Background: an optimization exercise with open tools, aiming at small area. Do not read the settings as production practice.
The RTL was checked by simulation tests, not by an equivalence proof against the original design.
No activity file was given, so power comes from the tool's default toggle rates.

== run A ==
Design systolic_array_3x3, start of the top module:
module systolic_array_3x3(
    input clk,
    input rst,
    input [71:0] a,
    input [71:0] b,
    output [143:0] c
);
For scale: about 1500 cells after synthesis, roughly 180 flip-flops, about 290 I/O pins, about 18000 um^2 of cells after synthesis.
Settings: LEC_CHECK=0, CAP_MARGIN=20, CORE_MARGIN=2, CORE_UTILIZATION=40, PLACE_DENSITY=0.6, SLEW_MARGIN=20, SYNTH_HIERARCHICAL=1, BUFFER_PORTS_ARGS=-buffer_cell sky130_fd_sc_hd__buf_1; clock period 8.0 ns.
standard.sh (not shown) runs the stock make flow with config.mk's settings and CLKGATE_MAP_FILE= SYNTH_SCRIPT=/design/flow/synth_recipe.tcl, a recipe that flattens the netlist after the stock synthesis.
==> flow/flow/run.sh <==
#!/bin/bash
# Own layout flow: the standard ORFS flow (standard.sh, unchanged synthesis),
# with the port buffers made from the smallest buffer cell instead of the
# default, and the clock tree built without dummy loads. Each tool's output goes
# to a log file in this work folder (ORFS also keeps its per-step logs under
# orfs/logs/).
set -euo pipefail
cat >> config.mk <<'EOM'
export BUFFER_PORTS_ARGS = -buffer_cell sky130_fd_sc_hd__buf_1
EOM
bash standard.sh > standard_flow.log 2>&1
## Diff of input files: run B against run A
Settings: an added CTS_BUF_LIST of sky130_fd_sc_hd__clkbuf_8; an added CTS_ARGS of -sink_clustering_enable -repair_clock_nets -buf_list sky130_fd_sc_hd__clkbuf_8 -dont_use_dummy_load.
==> flow/flow/run.sh <==
#!/bin/bash
# Own layout flow: the standard ORFS flow (standard.sh, unchanged synthesis),
# with the port buffers made from the smallest buffer cell instead of the
# default, and the clock tree built without dummy loads. ORFS keeps each
# step's log under orfs/logs/; make's own output goes to standard_flow.log.
set -euo pipefail
cat >> config.mk <<'EOM'
export BUFFER_PORTS_ARGS = -buffer_cell sky130_fd_sc_hd__buf_1
export CTS_ARGS = -sink_clustering_enable -repair_clock_nets -buf_list sky130_fd_sc_hd__clkbuf_8 -dont_use_dummy_load
EOM
bash standard.sh > standard_flow.log 2>&1
Notes after the runs:
Compared with run A, final cell count in run B decreased slightly. NOTE: routed length on met1 in run B exceeds that of run A. Delta(design internal power, run B - run A) < 0. Against run A, run B comes in 2 lower on count of clock-buffer cells in the layout. Summary: wire length, run B better than run A.
diff inputs: run B => run C
Settings: CORE_UTILIZATION now 55, was 40; CTS_ARGS no longer set, was -sink_clustering_enable -repair_clock_nets -buf_list sky130_fd_sc_hd__clkbuf_8 -dont_use_dummy_load; PLACE_DENSITY now 0.75, was 0.6.
==> flow/flow/run.sh <==
#!/bin/bash
# Own layout flow: the standard ORFS flow (standard.sh, unchanged synthesis),
# with the port buffers made from the smallest buffer cell instead of the
# default, and the clock tree built without dummy loads. Each tool's output goes
# to a log file in this work folder (ORFS also keeps its per-step logs under
# orfs/logs/).
set -euo pipefail
cat >> config.mk <<'EOM'
export BUFFER_PORTS_ARGS = -buffer_cell sky130_fd_sc_hd__buf_1
EOM
bash standard.sh > standard_flow.log 2>&1
## What came out
- The final layout from run B, which completed every stage, passed the timing, DRC and antenna checks at the end of the flow.
- Run C: no failed stages, no open violations at the end
- Re proportion of power drawn by the clock network: run B was lower than run C.
- The routed metal-1 wire length in run C sits about 9% below the value recorded for run B.
- From run B to run C the numbers moved as follows: per-cell routed wire length increased 0.82 um; setup slack now sits lower.
- Diff run B -> run C: worst hold slack rose 13 ps, slew at the pin with the worst max-slew slack rose 82 ps, number of clock sinks about even, share of power burned in combinational logic fell 1.7 points.
- On via count: run C sits above run B.
Here is what was changed in the inputs of run D compared with run C.
Settings: removing CTS_BUF_LIST (formerly sky130_fd_sc_hd__clkbuf_8); setting GPL_TIMING_DRIVEN to 0 for the first time; changing PLACE_DENSITY from 0.75 to 0.6; setting ABC_AREA to 1 for the first time; changing CORE_UTILIZATION from 55 to 40.
- Compared with run C, run D has extra setup slack.
- Between run C and run D, total of clock buffers placed in the layout increased.
- Between run D and run C, it is run D whose number of instances in the synthesized netlist is higher, by about 11%.
- Relative area change from synthesis to final layout in run D vs run C: up 4.2 points
- Run D: cell internal power dissipation is about 13% higher than what run C reported.
- Run D vs. run C: cell count went up by about 18%; data arrival time of the critical path went down by 180 ps; average wire per cell in the routed design went down by 10%.
- The run showing the greater die area is run D.
- Relative to run C, post-detailed-routing wire length has increased by 5.7% in run D.
> inputs changed (run D -> run E)
Settings: ABC_AREA no longer set, was 1; CTS_ARGS now -sink_clustering_enable -repair_clock_nets -buf_list "sky130_fd_sc_hd__clkbuf_4 sky130_fd_sc_hd__clkbuf_8" -dont_use_dummy_load, previously not set; CTS_BUF_LIST now sky130_fd_sc_hd__clkbuf_8, previously not set; GPL_TIMING_DRIVEN no longer set, was 0.
==> flow/flow/run.sh <==
#!/bin/bash
# Own layout flow: the standard ORFS flow (standard.sh, unchanged synthesis),
# with the port buffers made from the smallest buffer cell instead of the
# default, and the clock tree built without dummy loads. ORFS keeps each
# step's log under orfs/logs/; make's own output goes to standard_flow.log.
set -euo pipefail
cat >> config.mk <<'EOM'
export BUFFER_PORTS_ARGS = -buffer_cell sky130_fd_sc_hd__buf_1
export CTS_ARGS = -sink_clustering_enable -repair_clock_nets -buf_list "sky130_fd_sc_hd__clkbuf_4 sky130_fd_sc_hd__clkbuf_8" -dont_use_dummy_load
EOM
bash standard.sh > standard_flow.log 2>&1
Results
- Changes observed in run E relative to run D: core region area fell about 2.3%; maximum number of pins on one net before global-route repair grew by 12; switching power as a share of total power grew by 2.2 points.
- Worst slack after detailed placement (lower): run D
- Changes observed in run E relative to run D: share of power burned in the clock network fell 5.5 points, count of inserted antenna diode cells roughly the same, post-layout minimum cycle time now larger.

## port drivers added, routing unchanged
The flow's constraints put no driver on any port. The routed layouts listed below were extracted and timed again, unchanged, in two steps.
Step 1: set_driving_cell puts a clkbuf_16 on clk and a buf_2 on each other input, an assumption about the parent block.
Step 2 times the ports against the registers' clock, not the clock port: input delays grow and output delays shrink by t, the midpoint of the rising clock arrivals with the driver on.
Slacks: no drivers / after step 1 / after step 2; pairs: no drivers / after step 1.
| run | t, ns | setup WS [ns] | pins driven straight from the clock port |
|---|---|---|---|
| run A | 0.538 | 0.437 / 0.385 / 0.822 | 1 |
| run B | 0.585 | 0.377 / 0.328 / 0.815 | 1 |
| run C | 0.550 | 0.295 / 0.247 / 0.613 | 1 |
| run D | 0.540 | 0.484 / 0.427 / 0.681 | 1 |
| run E | 0.585 | 0.377 / 0.328 / 0.815 | 1 |
After both steps setup and hold are still met in every run listed.
